Source: an optimization exercise on an open RTL-to-GDS flow (aim: small area). Production flows keep margins and buffers that such runs may drop. Where RTL was checked, it was by simulation tests only, not by an equivalence proof against the original.

==> v2: inputs <==
Design dk_walk, start of the top module:
module dk_walk #(
    parameter CLOCK_RATE = 1000000,
    parameter SAMPLE_RATE = 96000
)(
    input clk,
    input I_RSTn,
    input audio_clk_en,
    input walk_en,
    output reg signed[15:0] out
);
Settings: LEC_CHECK=0, CAP_MARGIN=20, CORE_MARGIN=2, CORE_UTILIZATION=65, CTS_BUF_LIST=sky130_fd_sc_hd__clkbuf_8, CTS_CLUSTER_DIAMETER=60, CTS_CLUSTER_SIZE=16, SLEW_MARGIN=20; clock period 30.0 ns.
run.sh (not shown) runs the stock make flow with config.mk's settings and CLKGATE_MAP_FILE= SYNTH_SCRIPT=/design/flow/synth_recipe.tcl, a recipe that flattens the netlist after the stock synthesis.
==> v21: changes against v2 <==
--- a/flow/design.v
+++ b/flow/design.v
@@ -42,18 +42,18 @@
     always @(posedge clk, negedge I_RSTn) begin
         if (!I_RSTn) lfsr <= 8'd255;
         else if (en) lfsr <= {lfsr[6:4], lfsr[3] ^ lfsr[7], lfsr[2] ^ lfsr[7], lfsr[1] ^ lfsr[7], lfsr[0], lfsr[7]};
     end
     wire [2:0] noise = {1'b0, lfsr[7:6]} - 3'd2;    
     reg [25:0] P1;
     reg w1;
     wire w_up = !walk_en;                                
-    wire w_sat = w_up ? (P1 >= 26'd44371233)             
-                      : (P1 <= 26'd47718);               
+    wire w_sat = w_up ? (P1[25:12] >= 14'd10832)
+                      : (P1[25:16] == 10'd0) & (P1[15:14] != 2'b11);
     wire [25:0] P1_add = !en ? 26'd0
                        : w_up ? (w1 ? 26'd49887 : 26'd47718)
                               : (w1 ? -26'd47718 : -26'd49887);
     wire [25:0] P1_step;
     dkw_add #(26) u_p1(.a(P1_add), .b(P1), .ci(1'b0), .s(P1_step), .co());
     reg [4:0] step_h;
     always @* begin
         if (!w_sat)    step_h = w_up ? 5'd9 : 5'h17;
@@ -67,49 +67,47 @@
         end else begin
             P1 <= (en & w_sat) ? (w_up ? 26'd44421120 : 26'd0) : P1_step;
             if (en) w1 <= !w_sat & !w1;
         end
     end
     wire [13:0] tmp1 = P1[25:12];              
     reg [16:0] sq_cnt;
     reg sq_unf;
-    reg [26:0] P3;
+    reg [28:0] P3;
     reg s1;
     wire [16:0] sq_cnt_inc;
     dkw_inc #(17) u_sqc(.a(sq_cnt), .ci(1'b1), .s(sq_cnt_inc));
     wire sq_wrap = sq_cnt == 17'd112323;
-    wire sq_sat = sq_unf ? (P3 >= 27'd73879755)          
-                         : (P3 <= 27'd151830);           
-    wire [26:0] P3_add = !en ? 27'd0
-                       : sq_unf ? (s1 ? 27'd155445 : 27'd151830)
-                                : (s1 ? -27'd151830 : -27'd155445);
-    wire [26:0] P3_step;
-    dkw_add #(27) u_p3(.a(P3_add), .b(P3), .ci(1'b0), .s(P3_step), .co());
+    wire sq_sat = sq_unf ? (P3[28:17] >= 12'd2217)
+                         : (P3[28:17] < 12'd1655);
+    wire [28:0] P3_add = !en ? 29'd0
+                       : sq_unf ? (s1 ? 29'd155445 : 29'd151830)
+                                : (s1 ? -29'd151830 : -29'd155445);
+    wire [28:0] P3_step;
+    dkw_add #(29) u_p3(.a(P3_add), .b(P3), .ci(1'b0), .s(P3_step), .co());
     always @(posedge clk, negedge I_RSTn) begin
         if (!I_RSTn) begin
             sq_cnt <= 17'd0;
             sq_unf <= 1'b0;
-            P3 <= 27'd0;
+            P3 <= 29'd216760320;
             s1 <= 1'b0;
         end else begin
             sq_cnt <= sq_wrap ? 17'd0 : sq_cnt_inc;
-            P3 <= (en & sq_sat) ? (sq_unf ? 27'd74035200 : 27'd0) : P3_step;
+            P3 <= (en & sq_sat) ? (sq_unf ? 29'd290795520 : 29'd216760320) : P3_step;
             if (en) begin
                 sq_unf <= sq_cnt < 17'd56161;
                 s1 <= !sq_sat & !s1;
             end
         end
     end
-    wire [14:0] tmp3 = P3[26:12];              
+    wire [16:0] tmp3k = P3[28:12];             
     reg [26:0] t;
-    wire [15:0] c_a;                           
-    dkw_add #(15) u_ca(.a({tmp1, 1'b0}), .b(tmp3), .ci(1'b0), .s(c_a[14:0]), .co(c_a[15]));
     wire [16:0] c_k;                           
-    dkw_add #(17) u_ck(.a(17'd52920), .b({1'b0, c_a}), .ci(1'b0), .s(c_k), .co());
+    dkw_add #(17) u_ck(.a({2'b0, tmp1, 1'b0}), .b(tmp3k), .ci(1'b0), .s(c_k), .co());
     wire [28:0] t5;
     dkw_add #(29) u_t5(.a({t, 2'b0}), .b({2'b0, t}), .ci(1'b0), .s(t5), .co());
     wire [16:0] H = t5[28:12];
     wire z = (t[11:0] == 12'd0);
     wire [26:0] t_u;
     dkw_add #(27) u_tu(.a({10'd0, c_k & {17{en}}}), .b(t), .ci(z & en), .s(t_u), .co());
     wire [26:0] t_next;
     dkw_add #(27) u_tn(.a(~{10'd0, H} & {27{en}}), .b(t_u), .ci(1'b0), .s(t_next), .co());
@@ -121,57 +119,53 @@
     dkw_add #(30) u_t13(.a({t, 3'b0}), .b({1'b0, t5}), .ci(1'b0), .s(t13), .co());
     wire [35:0] t819;                          
     dkw_add #(36) u_t819(.a(~{6'd0, t13}), .b({t13, 6'd0}), .ci(1'b1), .s(t819), .co());
     wire [13:0] v_next = t819[35:22];
     reg [13:0] V;
     reg [6:0] E;
     wire e_dec = (V[6:0] == 7'd0) & (V[13:7] != 7'd0);
     wire [6:0] E_next = V[13:7] - {6'd0, e_dec};
-    always @(posedge clk, negedge I_RSTn) begin
-        if (!I_RSTn) begin
-            V <= 14'd0;
-            E <= 7'd0;
-        end else begin
-            V <= v_next;
-            E <= E_next;
-        end
+    always @(posedge clk) begin
+        V <= v_next;
+        E <= E_next;
     end
     wire [11:0] N = V[13:2];
     wire [6:0] dr [0:9];
     wire [8:0] q4;
     assign dr[0] = {3'd0, N[11:8]};
     genvar gi;
     generate for (gi = 0; gi < 9; gi = gi + 1) begin : dv
+        localparam AW = (gi < 4) ? 4 + gi : 8;
         wire [7:0] a = (gi == 0) ? {1'b0, dr[0]} : {dr[gi], N[8-gi]};
+        wire [7:0] am = a & ((9'd1 << AW) - 9'd1);
         wire [7:0] sm;
-        dkw_add #(8) u_s(.a({1'b0, E}), .b(a), .ci(1'b1), .s(sm), .co());
+        dkw_add #(8) u_s(.a({1'b0, E}), .b(am), .ci(1'b1), .s(sm), .co());
         assign q4[8-gi] = sm[7];
-        assign dr[gi+1] = sm[7] ? sm[6:0] : a[6:0];
+        assign dr[gi+1] = (sm[7] ? sm[6:0] : am[6:0]) & ((8'd1 << ((AW < 7) ? AW : 7)) - 8'd1);
     end endgenerate
     wire [6:0] q4m48 = q4[8:2] - 7'd48;
     reg [7:0] code_next;
     always @* begin
         if (q4[8:6] == 3'd0)  code_next = {2'd0, (q4[5:0] == 6'd0) ? 6'd1 : q4[5:0]};
         else if (q4 < 9'd192) code_next = {2'd1, q4[7], q4[5:1]};
         else                  code_next = {2'd2, q4m48[5:0]};
     end
     reg [7:0] c2, c3, c4, c5, c6, c7;
     always @(posedge clk, negedge I_RSTn) begin
         if (!I_RSTn) begin
-            c2 <= {2'd0, 6'd1};     
             c6 <= 8'd0;             
             c7 <= {2'd0, 6'd1};     
         end else begin
-            c2 <= code_next;
             c6 <= c5;
             c7 <= c6;
         end
     end
     always @(posedge clk) begin
+        c2 <= code_next;
         c3 <= c2;
         c4 <= c3;
         c5 <= c4;
     end
     reg [7:0] t0;
     always @* begin
         case (c7[5:0])
             6'd0: t0 = 8'd0;
@@ -303,22 +297,22 @@
             8'd153,
             8'd154,
             8'd156,
             8'd157: bb = 1'b1;
             default: bb = 1'b0;
         endcase
     end
     wire [8:0] c177 = c7[7] ? 9'd354 : (c7[6] ? 9'd177 : 9'd0);
-    wire [8:0] lnv;
-    dkw_add #(9) u_ln(.a(c177), .b({1'b0, t0}), .ci(bb), .s(lnv), .co());
+    wire [9:0] lnv;                            
+    dkw_add #(9) u_ln(.a(c177), .b({1'b0, t0}), .ci(bb), .s(lnv[8:0]), .co(lnv[9]));
     reg [9:0] qc;
     reg [4:0] rc;
     wire [10:0] dq;                            
-    dkw_add #(11) u_dq(.a(~{1'b0, qc}), .b({2'b0, lnv}), .ci(1'b1), .s(dq), .co());
+    dkw_add #(11) u_dq(.a(~{1'b0, qc}), .b({1'b0, lnv}), .ci(1'b1), .s(dq), .co());
     wire dq_zero = (dq == 11'd0);
     wire vco_lt_ch = !dq[10] & (!dq_zero | (rc == 5'd0));
     wire vco_lt_wl = !dq[10] | (dq[9:6] == 4'b1111);
     wire rc_wrap = rc >= 5'd17;
     wire [9:0] qc_inc;
     dkw_inc #(10) u_qc(.a(qc), .ci(rc_wrap), .s(qc_inc));
     reg vco_unf;
     reg vco_c;           
- ABC_AREA: not set -> 1
- CORE_UTILIZATION: 65 -> 70
==> v10: changes against v2 <==
--- a/flow/design.v
+++ b/flow/design.v
@@ -42,18 +42,18 @@
     always @(posedge clk, negedge I_RSTn) begin
         if (!I_RSTn) lfsr <= 8'd255;
         else if (en) lfsr <= {lfsr[6:4], lfsr[3] ^ lfsr[7], lfsr[2] ^ lfsr[7], lfsr[1] ^ lfsr[7], lfsr[0], lfsr[7]};
     end
     wire [2:0] noise = {1'b0, lfsr[7:6]} - 3'd2;    
     reg [25:0] P1;
     reg w1;
     wire w_up = !walk_en;                                
-    wire w_sat = w_up ? (P1 >= 26'd44371233)             
-                      : (P1 <= 26'd47718);               
+    wire w_sat = w_up ? (P1[25:12] >= 14'd10832)
+                      : (P1[25:16] == 10'd0) & (P1[15:14] != 2'b11);
     wire [25:0] P1_add = !en ? 26'd0
                        : w_up ? (w1 ? 26'd49887 : 26'd47718)
                               : (w1 ? -26'd47718 : -26'd49887);
     wire [25:0] P1_step;
     dkw_add #(26) u_p1(.a(P1_add), .b(P1), .ci(1'b0), .s(P1_step), .co());
     reg [4:0] step_h;
     always @* begin
         if (!w_sat)    step_h = w_up ? 5'd9 : 5'h17;
@@ -72,18 +72,18 @@
     wire [13:0] tmp1 = P1[25:12];              
     reg [16:0] sq_cnt;
     reg sq_unf;
     reg [26:0] P3;
     reg s1;
     wire [16:0] sq_cnt_inc;
     dkw_inc #(17) u_sqc(.a(sq_cnt), .ci(1'b1), .s(sq_cnt_inc));
     wire sq_wrap = sq_cnt == 17'd112323;
-    wire sq_sat = sq_unf ? (P3 >= 27'd73879755)          
-                         : (P3 <= 27'd151830);           
+    wire sq_sat = sq_unf ? (P3[26:17] >= 10'd563)
+                         : (P3[26:18] == 9'd0);
     wire [26:0] P3_add = !en ? 27'd0
                        : sq_unf ? (s1 ? 27'd155445 : 27'd151830)
                                 : (s1 ? -27'd151830 : -27'd155445);
     wire [26:0] P3_step;
     dkw_add #(27) u_p3(.a(P3_add), .b(P3), .ci(1'b0), .s(P3_step), .co());
     always @(posedge clk, negedge I_RSTn) begin
         if (!I_RSTn) begin
             sq_cnt <= 17'd0;
@@ -121,57 +121,53 @@
     dkw_add #(30) u_t13(.a({t, 3'b0}), .b({1'b0, t5}), .ci(1'b0), .s(t13), .co());
     wire [35:0] t819;                          
     dkw_add #(36) u_t819(.a(~{6'd0, t13}), .b({t13, 6'd0}), .ci(1'b1), .s(t819), .co());
     wire [13:0] v_next = t819[35:22];
     reg [13:0] V;
     reg [6:0] E;
     wire e_dec = (V[6:0] == 7'd0) & (V[13:7] != 7'd0);
     wire [6:0] E_next = V[13:7] - {6'd0, e_dec};
-    always @(posedge clk, negedge I_RSTn) begin
-        if (!I_RSTn) begin
-            V <= 14'd0;
-            E <= 7'd0;
-        end else begin
-            V <= v_next;
-            E <= E_next;
-        end
+    always @(posedge clk) begin
+        V <= v_next;
+        E <= E_next;
     end
     wire [11:0] N = V[13:2];
     wire [6:0] dr [0:9];
     wire [8:0] q4;
     assign dr[0] = {3'd0, N[11:8]};
     genvar gi;
     generate for (gi = 0; gi < 9; gi = gi + 1) begin : dv
+        localparam AW = (gi < 4) ? 4 + gi : 8;
         wire [7:0] a = (gi == 0) ? {1'b0, dr[0]} : {dr[gi], N[8-gi]};
+        wire [7:0] am = a & ((9'd1 << AW) - 9'd1);
         wire [7:0] sm;
-        dkw_add #(8) u_s(.a({1'b0, E}), .b(a), .ci(1'b1), .s(sm), .co());
+        dkw_add #(8) u_s(.a({1'b0, E}), .b(am), .ci(1'b1), .s(sm), .co());
         assign q4[8-gi] = sm[7];
-        assign dr[gi+1] = sm[7] ? sm[6:0] : a[6:0];
+        assign dr[gi+1] = (sm[7] ? sm[6:0] : am[6:0]) & ((8'd1 << ((AW < 7) ? AW : 7)) - 8'd1);
     end endgenerate
     wire [6:0] q4m48 = q4[8:2] - 7'd48;
     reg [7:0] code_next;
     always @* begin
         if (q4[8:6] == 3'd0)  code_next = {2'd0, (q4[5:0] == 6'd0) ? 6'd1 : q4[5:0]};
         else if (q4 < 9'd192) code_next = {2'd1, q4[7], q4[5:1]};
         else                  code_next = {2'd2, q4m48[5:0]};
     end
     reg [7:0] c2, c3, c4, c5, c6, c7;
     always @(posedge clk, negedge I_RSTn) begin
         if (!I_RSTn) begin
-            c2 <= {2'd0, 6'd1};     
             c6 <= 8'd0;             
             c7 <= {2'd0, 6'd1};     
         end else begin
-            c2 <= code_next;
             c6 <= c5;
             c7 <= c6;
         end
     end
     always @(posedge clk) begin
+        c2 <= code_next;
         c3 <= c2;
         c4 <= c3;
         c5 <= c4;
     end
     reg [7:0] t0;
     always @* begin
         case (c7[5:0])
             6'd0: t0 = 8'd0;
@@ -303,22 +299,22 @@
             8'd153,
             8'd154,
             8'd156,
             8'd157: bb = 1'b1;
             default: bb = 1'b0;
         endcase
     end
     wire [8:0] c177 = c7[7] ? 9'd354 : (c7[6] ? 9'd177 : 9'd0);
-    wire [8:0] lnv;
-    dkw_add #(9) u_ln(.a(c177), .b({1'b0, t0}), .ci(bb), .s(lnv), .co());
+    wire [9:0] lnv;                            
+    dkw_add #(9) u_ln(.a(c177), .b({1'b0, t0}), .ci(bb), .s(lnv[8:0]), .co(lnv[9]));
     reg [9:0] qc;
     reg [4:0] rc;
     wire [10:0] dq;                            
-    dkw_add #(11) u_dq(.a(~{1'b0, qc}), .b({2'b0, lnv}), .ci(1'b1), .s(dq), .co());
+    dkw_add #(11) u_dq(.a(~{1'b0, qc}), .b({1'b0, lnv}), .ci(1'b1), .s(dq), .co());
     wire dq_zero = (dq == 11'd0);
     wire vco_lt_ch = !dq[10] & (!dq_zero | (rc == 5'd0));
     wire vco_lt_wl = !dq[10] | (dq[9:6] == 4'b1111);
     wire rc_wrap = rc >= 5'd17;
     wire [9:0] qc_inc;
     dkw_inc #(10) u_qc(.a(qc), .ci(rc_wrap), .s(qc_inc));
     reg vco_unf;
     reg vco_c;           
- CTS_BUF_LIST: sky130_fd_sc_hd__clkbuf_8 -> sky130_fd_sc_hd__clkbuf_16
- CTS_CLUSTER_DIAMETER: 60 -> 80
- CTS_CLUSTER_SIZE: 16 -> 24
==> impl_metrics.ini <==
[synthesis]
netlist_instances = 2425
synthDistinctLibCells = 63

[sta]
fmax_mhz = 41.2

[layout]
top_regs = P3 (29), t (27), P1 (26)
multi_input_area_um2 = 14300
clkbuf_count = 40

[worst_setup_path]
crit_required_ps = 30450
cp_slowest_cell = dfxtp_1

[run_status]
status = timing/DRC/antenna clean

[clocking]
htreeDepth = 2

[floorplanning]
dieWidth_um = 189
die_area_um2 = 35700
# the run above: v21

==> impl_metrics.ini <==
[layout]
clkbuf_count = 23
multi_input_area_um2 = 14900
top_regs = P3 (27), t (27), P1 (26)

[run_status]
status = timing/DRC/antenna clean

[worst_setup_path]
cp_slowest_cell = dfxtp_1

[synthesis]
netlist_instances = 2212
# the run above: v10

==> impl_metrics.ini <==
[run_status]
status = timing/DRC/antenna clean

[sta]
fmax_mhz = 35.7

[synthesis]
synthDistinctLibCells = 80

[worst_setup_path]
cp_slowest_cell = ha_1

[floorplanning]
dieWidth_um = 199

[layout]
multi_input_area_um2 = 15400
clkbuf_count = 31
# the run above: v2

Only the layout flow was run in v2 and v10; the RTL was not checked for function there.

==> re-timing with driven ports <==
The flow's constraints put no driver on any port. The routed layouts listed below were extracted and timed again, unchanged, in two steps. Step 1 assumes that a clkbuf_16 drives the clock port and a buf_2 every other input. Step 2 times the ports against the registers' clock, not the clock port: input delays grow and output delays shrink by t, the midpoint of the rising clock arrivals with the driver on. Slacks: no drivers / after step 1 / after step 2; pairs: no drivers / after step 1.
run | shift t [ns] | setup WS [ns] | hold slack, ns | worst setup path at the end | worst data-port slew with drivers (ns)
v2 | 0.675 | 2.016 / 2.016 / 2.016 | 0.332 / 0.332 / 0.332 | register to register | 0.05
v21 | 0.603 | 5.714 / 5.714 / 5.714 | 0.324 / 0.324 / 0.324 | register to register | 0.07
v10 | 0.605 | 4.087 / 4.087 / 4.087 | 0.320 / 0.320 / 0.320 | register to register | 0.10
After both steps every run listed still meets setup and hold.
